Background: an optimization exercise with open tools, aiming at small area and a short achievable clock period. Do not read the settings as production practice.
Function was checked by simulation only, so behaviour that the tests miss may differ from the original.
Power figures rest on the tool's default switching activity, not on a simulated workload.

==> 01-05: inputs <==
Design residual_block, start of the top module:
module residual_block (
    input clk,
    input rst,
    input start,
    output reg done,
    input  signed [127:0] input_tensor,
    input  [7:0]  conv1_weights_flat,
    input  [7:0]  conv1_bias_flat,
    input  [31:0] conv2_weights_flat,
    input  [7:0]  conv2_bias_flat,
    input  [7:0]  conv3_weights_flat,
    input  [7:0]  conv3_bias_flat,
    input  [7:0]  conv_shortcut_weights_flat,
    input  [7:0]  conv_shortcut_bias_flat,
    output reg signed [71:0] output_tensor
);
==> flow/config.mk <==
export PLATFORM = sky130hd
export DESIGN_NAME = residual_block
export DESIGN_NICKNAME = residual_block
export VERILOG_FILES = /design/flow/design.v
export SDC_FILE = /design/flow/constraint.sdc
export NUM_CORES = 4
export LEC_CHECK = 0
export CAP_MARGIN = 20
export CORE_MARGIN = 2
export CORE_UTILIZATION = 40
export SLEW_MARGIN = 20
export SYNTH_HIERARCHICAL = 1
==> flow/constraint.sdc <==
create_clock -name core_clock -period 10.0 [get_ports {clk}]
set_input_delay 2.0000 -clock core_clock [delete_from_list [all_inputs] [get_ports {clk}]]
set_output_delay 2.0000 -clock core_clock [all_outputs]
set_load 0.01 [all_outputs]
standard.sh (not shown) runs the stock make flow with config.mk's settings and CLKGATE_MAP_FILE= SYNTH_SCRIPT=/design/flow/synth_recipe.tcl, a recipe that flattens the netlist after the stock synthesis.
==> flow/flow/run.sh <==
#!/bin/bash
set -euo pipefail
export BUFFER_PORTS_ARGS="-buffer_cell sky130_fd_sc_hd__buf_1"
export SETUP_SLACK_MARGIN=6.7
export TNS_END_PERCENT=0
bash standard.sh > standard_flow.log 2>&1
==> inputs of 03-28, as changes to 01-05 <==
==> flow/flow/run.sh (replaced) <==
#!/bin/bash
set -euo pipefail
export BUFFER_PORTS_ARGS="-buffer_cell sky130_fd_sc_hd__buf_1"
export SETUP_SLACK_MARGIN=6.3
bash standard.sh > standard_flow.log 2>&1
==> comparison table <==
Met1 Wirelength: 03-28 21.82 mm; 01-05 21.95 mm
Portion of the layout cell area used by clock cells: 03-28 5.360%; 01-05 4.819%
Reported combinational group power: 03-28 5.38 mW; 01-05 5.59 mW
Post-route cell area: 03-28 0.02077 mm^2; 01-05 0.02075 mm^2
Gp weighted congestion: 03-28 0.9528; 01-05 0.9634
Share of power burned in the clock network: 03-28 14.2%; 01-05 12.9%
Status: 03-28 finished clean; 01-05 finished clean
Overall routed net length: 03-28 51.64 mm; 01-05 51.98 mm
Worst R2R Setup Slack: 03-28 6.51 ns; 01-05 6.64 ns
Fraction of layout cells with a size suffix above 1: 03-28 8.822%; 01-05 8.988%
Pin slew with the least headroom to its limit: 03-28 1.016 ns; 01-05 1.002 ns
Met2 usage: 03-28 36.56%; 01-05 37.73%
Clock buffer cells: 03-28 38; 01-05 41
Reg2Reg Depth: 03-28 13; 01-05 11
Number of gates on the worst path with buffers counted: 03-28 13; 01-05 11
Hpwl dp: 03-28 42.42 mm; 01-05 42.38 mm
Met2 Wirelength: 03-28 24.08 mm; 01-05 24.68 mm
Endpoint of the worst setup timing path: 03-28 output_tensor[71]$_DFF_P_; 01-05 output_tensor[66]$_DFF_P_
Clock network power: 03-28 1.20 mW; 01-05 1.10 mW
Post-layout nets: 03-28 2313; 01-05 2314
Final instance count without filler cells: 03-28 2452; 01-05 2450
CP startpoint: 03-28 Cp[3]$_DFFE_PN_; 01-05 Cp[4]$_DFFE_PN_

==> inputs of run a <==
residual_block, a different RTL version from the one above (not shown whole).
Settings: LEC_CHECK=0, CAP_MARGIN=20, CORE_MARGIN=2, CORE_UTILIZATION=65, CTS_CLUSTER_DIAMETER=150, CTS_CLUSTER_SIZE=24, SLEW_MARGIN=20, SYNTH_HIERARCHICAL=1; clock period 10.0 ns.
==> flow/flow/run.sh <==
#!/bin/bash
set -euo pipefail
export BUFFER_PORTS_ARGS="-buffer_cell sky130_fd_sc_hd__buf_1"
export SETUP_SLACK_MARGIN=6.55
export TNS_END_PERCENT=0
bash standard.sh > standard_flow.log 2>&1
==> run b: changes against run a <==
==> flow/flow/run.sh (replaced) <==
#!/bin/bash
set -euo pipefail
export BUFFER_PORTS_ARGS="-buffer_cell sky130_fd_sc_hd__buf_1"
export SETUP_SLACK_MARGIN=6.7
export TNS_END_PERCENT=0
bash standard.sh > standard_flow.log 2>&1
CORE_UTILIZATION = 40   (was 65)
CTS_CLUSTER_DIAMETER = 200   (was 150)
CTS_CLUSTER_SIZE = 30   (was 24)
==> run c: changes against run a <==
==> flow/flow/run.sh (replaced) <==
#!/bin/bash
set -euo pipefail
export BUFFER_PORTS_ARGS="-buffer_cell sky130_fd_sc_hd__buf_1"
export SETUP_SLACK_MARGIN=6.85
export TNS_END_PERCENT=0
bash standard.sh > standard_flow.log 2>&1
==> run d: changes against run a <==
==> flow/flow/run.sh (replaced) <==
#!/bin/bash
set -euo pipefail
export BUFFER_PORTS_ARGS="-buffer_cell sky130_fd_sc_hd__buf_1"
export SETUP_SLACK_MARGIN=6.7
export TNS_END_PERCENT=0
bash standard.sh > standard_flow.log 2>&1
CTS_CLUSTER_DIAMETER = not set   (was 150)
CTS_CLUSTER_SIZE = not set   (was 24)
==> qor summary <==
Status: run d complete, no violations; run c complete, no violations; run b complete, no violations; run a complete, no violations
Longest individual stage delay on the worst path: run d 0.49 ns; run c 0.48 ns; run b 0.48 ns; run a 0.56 ns
Multi-input gate area in the final layout: run d 11,200 sq um; run c 11,100 sq um; run b 11,100 sq um; run a 11,100 sq um
DR WL met3: run d 3.58 mm; run c 3.29 mm; run b 2.91 mm; run a 3.20 mm
Biggest fanout along the worst timing path: run d 3; run c 4; run b 6; run a 5
Detailed route wirelength on metal2: run d 22.1 mm; run c 21.7 mm; run b 22.5 mm; run a 22.0 mm
Transition at the pin with the smallest max-transition slack: run d 1.04 ns; run c 0.966 ns; run b 0.981 ns; run a 0.999 ns
Leakage Power: run d 7.95 nW; run c 7.63 nW; run b 7.60 nW; run a 7.63 nW
Global routing usage summed across all routing layers: run d 31.3%; run c 30.5%; run b 19.3%; run a 30.6%
Post-route fraction of the period consumed by the critical path: run d 34.2%; run c 34.5%; run b 34.1%; run a 34.2%
# clk buffers: run d 36; run c 22; run b 18; run a 22
Minimum setup slack after placement: run d 6.37 ns; run c 6.33 ns; run b 6.32 ns; run a 6.35 ns
Register Area: run d 6430 sq um; run c 6430 sq um; run b 6430 sq um; run a 6430 sq um
Tap cells: run d 378; run c 378; run b 592; run a 378
Worst path arrival time: run d 3.90 ns; run c 3.82 ns; run b 3.85 ns; run a 3.80 ns
TritonRoute pass-1 iters: run d 5; run c 5; run b 5; run a 7
Hpwl dp: run d 36.2 mm; run c 36.5 mm; run b 37.7 mm; run a 36.6 mm
Fraction of layout instances using a drive strength above 1: run d 10.2%; run c 8.05%; run b 8.24%; run a 8.33%
End point of the critical path: run d T3[11]; run c output_tensor[71]; run b T3[11]; run a output_tensor[71]
Layout-stage area growth over the synthesis result: run d 14.0%; run c 10.2%; run b 11.5%; run a 10.4%
Required time worst endpoint: run d 10.48 ns; run c 10.37 ns; run b 10.44 ns; run a 10.38 ns

==> inputs of cedar <==
residual_block again, from the RTL that the note above started with.
// residual_block
module residual_block (
    input clk,
    input rst,
    input start,
    output reg done,
    input  signed [127:0] input_tensor,
    input  [7:0]  conv1_weights_flat,
    input  [7:0]  conv1_bias_flat,
    input  [31:0] conv2_weights_flat,
    input  [7:0]  conv2_bias_flat,
    input  [7:0]  conv3_weights_flat,
    input  [7:0]  conv3_bias_flat,
    input  [7:0]  conv_shortcut_weights_flat,
    input  [7:0]  conv_shortcut_bias_flat,
    output reg signed [71:0] output_tensor
);
export LEC_CHECK = 0
export CAP_MARGIN = 20
export CORE_MARGIN = 2
export CORE_UTILIZATION = 40
export SLEW_MARGIN = 20
export SYNTH_HIERARCHICAL = 1
create_clock -name core_clock -period 10.0 [get_ports {clk}]
==> flow/flow/run.sh <==
#!/bin/bash
set -euo pipefail
export BUFFER_PORTS_ARGS="-buffer_cell sky130_fd_sc_hd__buf_1"
export SETUP_SLACK_MARGIN=6.7
export TNS_END_PERCENT=0
bash standard.sh > standard_flow.log 2>&1
==> inputs of amber, as changes to cedar <==
CORE_UTILIZATION = 65   (was 40)
CTS_CLUSTER_DIAMETER = 200   (was not set)
CTS_CLUSTER_SIZE = 30   (was not set)
==> inputs of quartz, as changes to cedar <==
==> flow/flow/run.sh (replaced) <==
#!/bin/bash
set -euo pipefail
export BUFFER_PORTS_ARGS="-buffer_cell sky130_fd_sc_hd__buf_1"
export SETUP_SLACK_MARGIN=6.7
bash standard.sh > standard_flow.log 2>&1
==> summary of the runs <==
- Against quartz, the via count of cedar is lower by 0.56%.
- Clock power is about the same in cedar and quartz.
- Critical path depth: quartz is lower than cedar (1).
- Of cedar and quartz, quartz has the higher first-iteration DRC count (gap about 2.2%, measured against quartz).
- Of quartz and amber, quartz has the higher die area (gap about 60%, measured against amber).
- Between cedar and quartz, the lower worst hold slack is in cedar (gap 0.00059 ns).
- Against quartz, the combinational power of cedar is smaller by about 6%.
- Between amber and quartz, the lower non-clock buffer count is in amber (gap 2).
- Cell count: amber < cedar < quartz.
- Area after synthesis is the same in amber and quartz.

==> trial 97 <==
Starting RTL as in the previous note.
==> flow/config.mk <==
export PLATFORM = sky130hd
export DESIGN_NAME = residual_block
export DESIGN_NICKNAME = residual_block
export VERILOG_FILES = /design/flow/design.v
export SDC_FILE = /design/flow/constraint.sdc
export NUM_CORES = 4
export LEC_CHECK = 0
export CAP_MARGIN = 20
export CORE_MARGIN = 2
export CORE_UTILIZATION = 65
export CTS_CLUSTER_DIAMETER = 150
export CTS_CLUSTER_SIZE = 24
export GPL_TIMING_DRIVEN = 1
export SLEW_MARGIN = 20
export SYNTH_HIERARCHICAL = 1
==> flow/constraint.sdc <==
create_clock -name core_clock -period 10.0 [get_ports {clk}]
set_input_delay 2.0000 -clock core_clock [delete_from_list [all_inputs] [get_ports {clk}]]
set_output_delay 2.0000 -clock core_clock [all_outputs]
set_load 0.01 [all_outputs]
==> flow/flow/run.sh <==
#!/bin/bash
set -euo pipefail
export BUFFER_PORTS_ARGS="-buffer_cell sky130_fd_sc_hd__buf_1"
export SETUP_SLACK_MARGIN=6.7
export TNS_END_PERCENT=0
bash standard.sh > standard_flow.log 2>&1
==> build 9: changes against trial 97 <==
Settings changed: CORE_UTILIZATION 65 to 40, GPL_TIMING_DRIVEN 1 to unset.
==> flow_metrics.env <==
export IMPL_status="timing/DRC/antenna clean"
export IMPL_dieWidth_um=171
export IMPL_multi_input_area_sq_um=11200
export IMPL_worst_slack_ns=6.61
export IMPL_viasPerCell=5.71
export IMPL_wl_met3_um=3070
export IMPL_antenna_found_initial=0
export IMPL_tightest_slew_ns=1.00
export IMPL_utilization=0.725
export IMPL_skew_ns=0.0205
Source of the figures above: trial 97

==> flow_metrics.env <==
export IMPL_layout_commonest_cell="nand2_1"
export IMPL_dieWidth_um=217
export IMPL_wl_met3_um=2730
export IMPL_tightest_slew_ns=0.977
export IMPL_viasPerCell=5.11
export IMPL_antenna_found_initial=1
export IMPL_power_share_sequential=0.230
export IMPL_cts_tree="yes"
export IMPL_multi_input_area_sq_um=11100
export IMPL_cts_resized=5
export IMPL_fmax_mhz=292
export IMPL_instances_no_fill=2378
export IMPL_worst_slack_ns=6.58
export IMPL_status="timing/DRC/antenna clean"
export IMPL_skew_ns=0.0323
export IMPL_mostFrequentLayoutCells="nand2_1 (326), buf_1 (291), dfxtp_1 (193)"
export IMPL_critical_path_max_stage_delay_ns=0.48
export IMPL_utilization=0.455
Source of the figures above: build 9

==> static timing again, ports no longer ideal <==
The results above use ideal ports. As a check the final layouts listed here were re-extracted and re-timed, cells and wires unchanged. Step 1, drivers: a clkbuf_16 drives clk and a buf_2 each remaining input, both assumed. Step 2 moves the port delays by t, midway between the first and last clock arrival at a register: inputs arrive t later, outputs are due t later. That takes back most of the time a late clock gives input paths. Slacks: ideal ports / drivers / drivers and shift; pairs: ideal ports / drivers.
run | t, ns | setup slack, ns | clock arrival spread, ns | worst data-port slew with drivers (ns) | pins driven straight from the clock port
01-05 | 0.639 | 6.643 / 6.643 / 6.373 | 0.035 / 0.035 | 0.07 | 1
03-28 | 0.630 | 6.513 / 6.513 / 6.383 | 0.014 / 0.014 | 0.06 | 1
run a | 0.540 | 6.581 / 6.581 / 6.312 | 0.016 / 0.016 | 0.07 | 1
run b | 0.550 | 6.589 / 6.589 / 6.347 | 0.033 / 0.033 | 0.07 | 1
run c | 0.541 | 6.545 / 6.545 / 6.324 | 0.020 / 0.020 | 0.07 | 1
run d | 0.599 | 6.579 / 6.579 / 6.315 | 0.022 / 0.022 | 0.07 | 1
cedar | 0.611 | 6.607 / 6.607 / 6.321 | 0.013 / 0.013 | 0.07 | 1
amber | 0.549 | 6.608 / 6.608 / 6.337 | 0.030 / 0.031 | 0.07 | 1
quartz | 0.611 | 6.635 / 6.635 / 6.321 | 0.013 / 0.013 | 0.07 | 1
trial 97 | 0.540 | 6.613 / 6.613 / 6.321 | 0.021 / 0.021 | 0.08 | 1
build 9 | 0.553 | 6.581 / 6.581 / 6.333 | 0.040 / 0.040 | 0.07 | 1
After both steps every run listed still meets setup and hold. For quartz, which loses most, drivers alone change the setup slack by 0.000 ns; drivers and shift together by -0.314 ns.
